From an optimization exercise on the open Yosys and OpenROAD flow, aimed at small area; shortcuts taken in it are not production practice.
The RTL was checked by simulation tests, not by an equivalence proof against the original design.

==> inputs of trial 21 <==
// power
module power #(
    parameter DATA_WIDTH = 32
)(
    input  wire                     clk,
    input  wire                     reset_n,
    input  wire                     s_valid,
    input  wire  [DATA_WIDTH-1:0]   s_data,
    output wire                     s_ready,
    input  wire                     m_ready,
    output wire                     m_valid,
    output wire  [63:0]             m_data
);
==> flow/config.mk <==
export PLATFORM = sky130hd
export DESIGN_NAME = power
export DESIGN_NICKNAME = power
export VERILOG_FILES = /design/flow/design.v
export SDC_FILE = /design/flow/constraint.sdc
export NUM_CORES = 4
export LEC_CHECK = 0
export CAP_MARGIN = 20
export CORE_MARGIN = 2
export CORE_UTILIZATION = 40
export CTS_BUF_LIST = sky130_fd_sc_hd__clkbuf_8
export SLEW_MARGIN = 20
export SYNTH_HIERARCHICAL = 1
==> flow/constraint.sdc <==
create_clock -name core_clock -period 11.0 [get_ports {clk}]
set_input_delay 2.2000 -clock core_clock [delete_from_list [all_inputs] [get_ports {clk}]]
set_output_delay 2.2000 -clock core_clock [all_outputs]
set_load 0.01 [all_outputs]
standard.sh (not shown) runs the stock make flow with config.mk's settings and CLKGATE_MAP_FILE= SYNTH_SCRIPT=/design/flow/synth_recipe.tcl, a recipe that flattens the netlist after the stock synthesis.
==> flow/flow/run.sh <==
#!/bin/bash
# The standard layout (standard.sh, its synthesis unchanged), with two
# changes after synthesis:
#  - the port buffers that global placement inserts are buf_1 cells
#    (buffer_ports picks clkdlybuf4s50_1 on its own);
#  - clock tree synthesis inserts no dummy loads (its arguments are ORFS's
#    own, with the buffer list of config.mk, plus -dont_use_dummy_load).
set -euo pipefail
bash standard.sh 'BUFFER_PORTS_ARGS=-buffer_cell sky130_fd_sc_hd__buf_1' \
  'CTS_ARGS=-sink_clustering_enable -repair_clock_nets -buf_list sky130_fd_sc_hd__clkbuf_8 -dont_use_dummy_load' \
  finish > standard_flow.log 2>&1
==> trial 73 (differences from trial 21) <==
==> flow/flow/run.sh (replaced) <==
#!/bin/bash
# The standard layout, with one change: the port buffers that global
# placement inserts are buf_1 cells (buffer_ports picks clkdlybuf4s50_1 on
# its own).  Everything else, synthesis included, is standard.sh's.
set -euo pipefail
bash standard.sh 'BUFFER_PORTS_ARGS=-buffer_cell sky130_fd_sc_hd__buf_1' finish > standard_flow.log 2>&1
--- a/flow/config.mk
+++ b/flow/config.mk
@@ -10,4 +10,6 @@
 export CORE_UTILIZATION = 40
 export CTS_BUF_LIST = sky130_fd_sc_hd__clkbuf_8
+export CTS_CLUSTER_DIAMETER = 150
+export CTS_CLUSTER_SIZE = 40
 export SLEW_MARGIN = 20
 export SYNTH_HIERARCHICAL = 1
==> build 28 (differences from trial 21) <==
==> flow/flow/run.sh (replaced) <==
#!/bin/bash
# The standard layout (standard.sh, its synthesis unchanged), with these
# changes after synthesis:
#  - the port buffers that global placement inserts are buf_1 cells
#    (buffer_ports picks clkdlybuf4s50_1 on its own);
#  - clock tree synthesis inserts no dummy loads (its arguments are ORFS's
#    own, with the buffer list of config.mk, plus -dont_use_dummy_load);
set -euo pipefail
bash standard.sh 'BUFFER_PORTS_ARGS=-buffer_cell sky130_fd_sc_hd__buf_1' \
  'CTS_ARGS=-sink_clustering_enable -repair_clock_nets -buf_list sky130_fd_sc_hd__clkbuf_8 -dont_use_dummy_load' \
  PRE_GLOBAL_PLACE_TCL="$PWD/flow/unbuffer.tcl" \
  finish > standard_flow.log 2>&1
==> flow/flow/unbuffer.tcl (new file) <==
# Global placement runs without timing-driven mode here, which would skip
# ORFS's removal of the buffers that synthesis (abc) inserted: remove them.
remove_buffers
--- a/flow/config.mk
+++ b/flow/config.mk
@@ -10,4 +10,5 @@
 export CORE_UTILIZATION = 40
 export CTS_BUF_LIST = sky130_fd_sc_hd__clkbuf_8
+export GPL_TIMING_DRIVEN = 0
 export SLEW_MARGIN = 20
 export SYNTH_HIERARCHICAL = 1
==> qor summary <==
metric                                                                                       trial 73        build 28        trial 21
Uppermost signal routing layer after detailed routing                                            met5            met4            met4
Clock-pin slew reported for the worst setup and hold paths after clock tree synthesis         0.08 ns         0.06 ns         0.09 ns
Outcome                                                                                finished clean  finished clean  finished clean
Number of buffers other than clock buffers in the final layout                                    271             317             271
WL per Instance                                                                               25.1 um         24.8 um         25.2 um
Layout clock area frac                                                                        0.00623         0.00367         0.00381
Global-route usage over all layers                                                              0.252           0.251           0.252
Placed instance count                                                                            7348            7389            7348
Minimum setup slack after placement                                                          0.545 ns        0.572 ns        0.545 ns
Data arrival time of the critical path                                                        8.36 ns         8.48 ns         8.33 ns
Pin count of the biggest net entering global routing                                               61              60              61
Met1 Track Usage GR                                                                             0.319           0.314           0.319
Worst Setup Slack, final                                                                     0.439 ns        0.324 ns        0.474 ns
End-of-flow core utilization                                                                    0.417           0.433           0.416

## port drivers added, routing unchanged
How much do the figures lean on ideal ports? The routed layouts below were timed once more, with nothing changed but the port constraints.
Step 1, drivers: a clkbuf_16 drives clk and a buf_2 each remaining input, both assumed.
Step 2, shift: input delay + t, output delay - t, t = (earliest + latest rising clock arrival at the registers) / 2. This alone moves slack from input paths to output paths.
a / b / c = ideal / step 1 / step 2; a / b = the first two.
run | shift t [ns] | setup WS [ns] | latest minus earliest clock arrival (ns) | slew at the worst register clock pin (ns)
trial 21 | 0.597 | 0.474 / 0.400 / 0.996 | 0.041 / 0.041 | 0.09 / 0.09
trial 73 | 0.611 | 0.439 / 0.366 / 0.977 | 0.026 / 0.025 | 0.10 / 0.10
build 28 | 0.612 | 0.324 / 0.259 / 0.871 | 0.049 / 0.050 | 0.11 / 0.11
After both steps every run listed still meets setup and hold.
